What follows belongs to an exercise in optimizing a design on an open flow for small area; a production flow would make more cautious choices. Only simulation tests tie the RTL to the original design; equivalence was not proved. The clock input has no modelled driver; a real chip could not lean on it and would need a root buffer or a full tree. No activity file was given, so power comes from the tool's default toggle rates.

==> module top, before the edit <==
module top (
  input clk,
  input rst,
  input echo,
  input respSeguidorLinea1,
  input respSeguidorLinea2,
  output VCC_respSeguidorLinea1,
  output GND_respSeguidorLinea1,
  output VCC_respSeguidorLinea2,
  output GND_respSeguidorLinea2,
  output trig,
  output D8,
  output D7,
  output D6,
  output D5,
  output D4,
  output D3,
  output D2,
  output D1,
  output A,
  output B,
  output C,
  output D,
  output E,
  output F,
  output G,
  output H,
  output VCC,
  output GND,
  output GND_motor_iz,
  output GND_motor_de,
  output m_izquierdo,
  output m_derecho
);
  assign VCC = 1'b1;
  assign GND = 1'b0;
  assign D8 = 1'b1;
  assign D7 = 1'b1;
  assign D6 = 1'b1;
  assign D5 = 1'b1;
  assign GND_motor_iz = 1'b0;
  assign GND_motor_de = 1'b0;
  assign VCC_respSeguidorLinea1 = 1'b1;
  assign GND_respSeguidorLinea1 = 1'b0;
  assign VCC_respSeguidorLinea2 = 1'b1;
  assign GND_respSeguidorLinea2 = 1'b0;
  genvar i;
  wire rst_n = ~rst;
  reg [19:0] tc_s;
  wire [19:0] tc_d;
  wire [20:0] tc_c;
  assign tc_d[0] = ~(rst | tc_s[0]);
  assign tc_c[1] = tc_s[0];
  generate
    for (i = 1; i < 20; i = i + 1) begin : g_tc
      if (i == 11)
        rbit_a1 u (.q(tc_s[i]), .c(tc_c[i]), .rn(rst_n), .d(tc_d[i]), .cn(tc_c[i+1]));
      else if (i % 2 == 1)
        rbit_a0 u (.q(tc_s[i]), .c(tc_c[i]), .r(rst), .d(tc_d[i]), .cn(tc_c[i+1]));
      else
        rbit_b0 u (.qn(tc_s[i]), .cn(tc_c[i]), .rn(rst_n), .d(tc_d[i]), .c(tc_c[i+1]));
    end
  endgenerate
  always @(posedge clk)
    tc_s <= tc_d;
  wire [19:0] tc = tc_s ^ 20'h55554;
  wire [1:0] sel = tc[13:12];
  assign trig = (tc[19:11] == 9'b000000001) && (tc[10:0] <= 11'd275);
  reg echo_q;
  always @(posedge clk) begin
    if (rst)
      echo_q <= 1'b0;
    else
      echo_q <= echo;
  end
  wire clr = rst | ~echo;
  wire clr_n = ~clr;
  reg [19:0] acc_s;
  wire [19:0] acc_d;
  wire [20:0] acc_c;
  assign acc_d[0] = ~(clr | acc_s[0]);
  assign acc_c[1] = acc_s[0];
  generate
    for (i = 1; i < 20; i = i + 1) begin : g_acc
      if (i == 1 || i == 5)
        rbit_a1k u (.q(acc_s[i]), .c(acc_c[i]), .r(clr), .d(acc_d[i]), .cn(acc_c[i+1]));
      else if (i == 2 || i == 6 || i == 8)
        rbit_b1k u (.qn(acc_s[i]), .cn(acc_c[i]), .rn(clr_n), .d(acc_d[i]), .c(acc_c[i+1]));
      else if (i % 2 == 1)
        rbit_a0 u (.q(acc_s[i]), .c(acc_c[i]), .r(clr), .d(acc_d[i]), .cn(acc_c[i+1]));
      else
        rbit_b0 u (.qn(acc_s[i]), .cn(acc_c[i]), .rn(clr_n), .d(acc_d[i]), .c(acc_c[i+1]));
    end
  endgenerate
  always @(posedge clk)
    acc_s <= acc_d;
  wire inc = ~acc_c[20];
  wire [3:0] fr = acc_s[19:16] ^ 4'b0101;
  reg [1:0] lh;
  reg [3:0] lt, lu;
  wire l358 = lh[1] & lh[0] & lt[2] & lt[0] & lu[3];
  wire kill = clr | (inc & l358);
  wire [3:0] lu_d, lt_d;
  wire cu, ct;
  bcd_digit u_lu (.q(lu), .e(inc), .k(kill), .d(lu_d), .co(cu));
  bcd_digit u_lt (.q(lt), .e(cu), .k(kill), .d(lt_d), .co(ct));
  wire [1:0] lh_d;
  tbit u_lh0 (.q(lh[0]), .t(ct), .k(kill), .d(lh_d[0]));
  tbit u_lh1 (.q(lh[1]), .t(ct & lh[0]), .k(kill), .d(lh_d[1]));
  always @(posedge clk) begin
    lu <= lu_d;
    lt <= lt_d;
    lh <= lh_d;
  end
  wire in_range = ~lh[1] & (~lh[0] | ~(lt[3] | lt[2]) |
                  (lt[2] & ~lt[1] & ~lt[0] & ~lu[3] & ~lu[2] & ~lu[1] & ~lu[0]));
  wire far_n = lh[1] | lh[0] | lt[3] | lt[2] | lt[1] |
               (lt[0] & (lu[3] | (lu[2] & (lu[1] | lu[0]))));
  reg far;
  always @(posedge clk) begin
    if (rst)
      far <= 1'b0;
    else
      far <= far_n;
  end
  assign m_izquierdo = far & respSeguidorLinea1;
  assign m_derecho = respSeguidorLinea2 | ~far;
  reg dp, wh;
  reg [3:0] wt, wu, wf;
  wire cap = echo_q & ~echo;
  wire [13:0] w_q = {dp, wh, wt, wu, wf};
  wire [13:0] w_nv = {in_range, ~in_range | lh[0], lt, lu, fr};
  wire [13:0] w_d;
  generate
    for (i = 0; i < 14; i = i + 1) begin : g_w
      capbit u (.q(w_q[i]), .nv(w_nv[i]), .e(cap), .r(rst), .d(w_d[i]));
    end
  endgenerate
  always @(posedge clk)
    {dp, wh, wt, wu, wf} <= w_d;
  wire s0 = ~sel[1] & ~sel[0];
  wire s1 = ~sel[1] & sel[0];
  wire s2 = sel[1] & ~sel[0];
  wire s3 = sel[1] & sel[0];
  wire [3:0] q = ({4{s1}} & wt) | ({4{s2}} & wu) | ({4{s3}} & wf) | {3'b000, s0};
  wire [6:0] sg;
  assign sg[0] = ~((~q[2] & ~q[0]) | (q[2] & q[0]) | (~q[3] & q[1]) | (q[3] & ~q[1]));
  assign sg[1] = ~((~q[1] & ~q[0]) | (~q[2]) | (q[3] & ~q[0]) | (q[3] & ~q[1]) | (~q[3] & q[1] & q[0]));
  assign sg[2] = ~((q[0]) | (~q[2] & ~q[1]) | (q[3] & q[1]) | (~q[3] & q[2]));
  assign sg[3] = ~((~q[2] & ~q[0]) | (q[2] & ~q[1] & q[0]) | (~q[3] & q[1] & ~q[0]) | (q[3] & ~q[1] & ~q[0]) | (q[3] & q[2] & q[0]) | (~q[3] & ~q[2] & q[1]));
  assign sg[4] = (q[0]) | (~q[3] & q[2] & ~q[1]) | (q[3] & q[2] & q[1]);
  assign sg[5] = (~q[2] & q[1] & q[0]) | (~q[3] & q[1] & q[0]) | (~q[3] & ~q[2] & q[0]) | (~q[3] & ~q[2] & q[1]) | (q[3] & q[2] & ~q[1]);
  assign sg[6] = (~q[3] & ~q[2] & ~q[1]) | (q[3] & ~q[2] & q[1]) | (~q[3] & q[2] & q[1] & q[0]);
  wire oor = wh & ~dp;
  wire blank = ~wh & (s0 | (s1 & (wt == 4'd0)));
  reg [6:0] letter;
  always @(*) begin
    case (sel)
      2'd0: letter = 7'h0e;   
      2'd1: letter = 7'h08;   
      2'd2: letter = 7'h47;   
      default: letter = 7'h46;   
    endcase
  end
  assign {G, F, E, D, C, B, A} = oor ? letter : blank ? 7'h7f : sg;
  assign D4 = ~s0;
  assign D3 = ~s1;
  assign D2 = ~s2;
  assign D1 = ~s3;
  assign H = dp ? ~s2 : ~s0;
endmodule
Settings: LEC_CHECK=0, CAP_MARGIN=20, CORE_MARGIN=2, CORE_UTILIZATION=60, SLEW_MARGIN=20; clock period 20.0 ns.
standard.sh (not shown) runs the stock make flow with config.mk's settings and CLKGATE_MAP_FILE= SYNTH_SCRIPT=/design/flow/synth_recipe.tcl, a recipe that flattens the netlist after the stock synthesis.
==> flow/flow/run.sh <==
#!/bin/bash
# Layout flow: the standard ORFS flow (standard.sh) with area-saving
# changes:
#  - synthesis: synth_recipe.tcl with an area-oriented abc script
#    (synth_area.tcl, area.abc); registers are the same as the standard
#    synthesis's
#  - after floorplan, every logic cell is swapped to the smallest drive
#    strength of the same cell (downsize.tcl); timing repair later in the
#    flow may size cells up again where needed
#  - one tie cell drives all constant outputs (tiemerge.tcl)
#  - ports are buffered with buf_1
#  - clock tree: after CTS, its tree is replaced by a balanced two-level
#    inverter tree (clktree.tcl): the clock port drives one inv_6, which
#    drives four inverters (inv_6, sized up while their estimated slew is
#    over 95 ps), each driving the flip-flops of one placement cluster
#    (balanced k-means); every flip-flop is two inversions from the port
# Each ORFS step writes its full log under orfs/logs/; make's output goes
# to flow.log.
set -euo pipefail
HERE=$(pwd)
export FLOW_SYNTH_TCL=$HERE/synth_recipe.tcl
export AREA_ABC_SCRIPT=$HERE/flow/area.abc
export FLOW_DIR_OWN=$HERE/flow
export POST_FLOORPLAN_TCL=$HERE/flow/post_floorplan.tcl
export POST_CTS_TCL=$HERE/flow/clktree.tcl
export CLKTREE_NBUF=4
export CLKTREE_CELL=sky130_fd_sc_hd__inv_6
export CLKTREE_ROOT=sky130_fd_sc_hd__inv_6
export CLKTREE_MAX_SLEW=0.095
export SKIP_REPAIR_TIE_FANOUT=1
export BUFFER_PORTS_ARGS="-buffer_cell sky130_fd_sc_hd__buf_1"
export CTS_ARGS="-sink_clustering_enable -repair_clock_nets -dont_use_dummy_load -buf_list sky130_fd_sc_hd__clkbuf_4 -sink_clustering_size 24 -sink_clustering_max_diameter 120"
sed "s#SYNTH_SCRIPT=[^ ]*#SYNTH_SCRIPT=$HERE/flow/synth_area.tcl#" standard.sh > standard_area.sh
grep -q "SYNTH_SCRIPT=$HERE/flow/synth_area.tcl" standard_area.sh
bash standard_area.sh > flow.log 2>&1
Other scripts of this flow, unchanged in this note and not shown: flow/flow/area.abc, flow/flow/clktree.tcl, flow/flow/downsize.tcl, flow/flow/post_floorplan.tcl, flow/flow/synth_area.tcl, flow/flow/tiemerge.tcl
The starting point completed with no timing, DRC or antenna violations.
Change:
--- a/flow/design.v
+++ b/flow/design.v
@@ -114,10 +114,11 @@
   end
   wire in_range = ~lh[1] & (~lh[0] | ~(lt[3] | lt[2]) |
                   (lt[2] & ~lt[1] & ~lt[0] & ~lu[3] & ~lu[2] & ~lu[1] & ~lu[0]));
   wire far_n = lh[1] | lh[0] | lt[3] | lt[2] | lt[1] |
                (lt[0] & (lu[3] | (lu[2] & (lu[1] | lu[0]))));
+  wire [3:0] fd = (fr < 4'd10) ? fr : fr - 4'd10;
   reg far;
   always @(posedge clk) begin
     if (rst)
       far <= 1'b0;
     else
@@ -127,11 +128,11 @@
   assign m_derecho = respSeguidorLinea2 | ~far;
   reg dp, wh;
   reg [3:0] wt, wu, wf;
   wire cap = echo_q & ~echo;
   wire [13:0] w_q = {dp, wh, wt, wu, wf};
-  wire [13:0] w_nv = {in_range, ~in_range | lh[0], lt, lu, fr};
+  wire [13:0] w_nv = {in_range, ~in_range | lh[0], lt, lu, fd};
   wire [13:0] w_d;
   generate
     for (i = 0; i < 14; i = i + 1) begin : g_w
       capbit u (.q(w_q[i]), .nv(w_nv[i]), .e(cap), .r(rst), .d(w_d[i]));
     end
@@ -142,17 +143,17 @@
   wire s1 = ~sel[1] & sel[0];
   wire s2 = sel[1] & ~sel[0];
   wire s3 = sel[1] & sel[0];
   wire [3:0] q = ({4{s1}} & wt) | ({4{s2}} & wu) | ({4{s3}} & wf) | {3'b000, s0};
   wire [6:0] sg;
-  assign sg[0] = ~((~q[2] & ~q[0]) | (q[2] & q[0]) | (~q[3] & q[1]) | (q[3] & ~q[1]));
-  assign sg[1] = ~((~q[1] & ~q[0]) | (~q[2]) | (q[3] & ~q[0]) | (q[3] & ~q[1]) | (~q[3] & q[1] & q[0]));
-  assign sg[2] = ~((q[0]) | (~q[2] & ~q[1]) | (q[3] & q[1]) | (~q[3] & q[2]));
-  assign sg[3] = ~((~q[2] & ~q[0]) | (q[2] & ~q[1] & q[0]) | (~q[3] & q[1] & ~q[0]) | (q[3] & ~q[1] & ~q[0]) | (q[3] & q[2] & q[0]) | (~q[3] & ~q[2] & q[1]));
-  assign sg[4] = (q[0]) | (~q[3] & q[2] & ~q[1]) | (q[3] & q[2] & q[1]);
-  assign sg[5] = (~q[2] & q[1] & q[0]) | (~q[3] & q[1] & q[0]) | (~q[3] & ~q[2] & q[0]) | (~q[3] & ~q[2] & q[1]) | (q[3] & q[2] & ~q[1]);
-  assign sg[6] = (~q[3] & ~q[2] & ~q[1]) | (q[3] & ~q[2] & q[1]) | (~q[3] & q[2] & q[1] & q[0]);
+  assign sg[0] = ~(q[1] | (~q[2] & ~q[0]) | (q[2] & q[0]) | q[3]);
+  assign sg[1] = ~((~q[1] & ~q[0]) | (q[1] & q[0]) | ~q[2]);
+  assign sg[2] = ~q[2] & q[1] & ~q[0];
+  assign sg[3] = (~q[2] & ~q[1] & q[0]) | (q[2] & ~q[1] & ~q[0]) | (q[2] & q[1] & q[0]);
+  assign sg[4] = q[0] | (q[2] & ~q[1]);
+  assign sg[5] = (q[1] & q[0]) | (~q[2] & q[1]) | (~q[3] & ~q[2] & q[0]);
+  assign sg[6] = (q[2] & q[1] & q[0]) | (~q[3] & ~q[2] & ~q[1]);
   wire oor = wh & ~dp;
   wire blank = ~wh & (s0 | (s1 & (wt == 4'd0)));
   reg [6:0] letter;
   always @(*) begin
     case (sel)
Result: Worst setup slack degrades by 19 ps. Wire length rose by a few percent. Clock power rose slightly. First-iteration DRC count decreases by roughly a tenth. Via count grows by a few percent. Synthesized area went up slightly. Cell area came out higher slightly. Total power goes up slightly. Fmax barely changes. Cell count is about the same. Worst hold slack is about the same.
No run of this note takes its clock network from TritonCTS; it comes from the design's own scripts or RTL.

## port drivers added, routing unchanged
How much do the figures lean on ideal ports? The routed layouts below were timed once more, with nothing changed but the port constraints.
Step 1 sets driving cells, clkbuf_16 on the clock port and buf_2 on the other inputs (assumed; they add their load-dependent delay and slew).
Step 2 adds t to the input delays and takes it off the output delays; t is the mean of the earliest and latest rising clock arrival at the registers after step 1. Input paths then give back, and output paths get back, about the clock's delay inside the block.
Three values: ideal ports, drivers, drivers and shift; two values: the first two.
run | shift t [ns] | setup WS [ns] | worst register clock-pin slew, ns
the first run | 0.192 | 11.694 / 11.669 / 11.669 | 0.09 / 0.09
the second run | 0.195 | 11.675 / 11.651 / 11.651 | 0.09 / 0.09
After both steps every run listed still meets setup and hold. The setup slack of the first run, which loses most, moves by -0.025 ns with the drivers and by -0.025 ns with both steps.
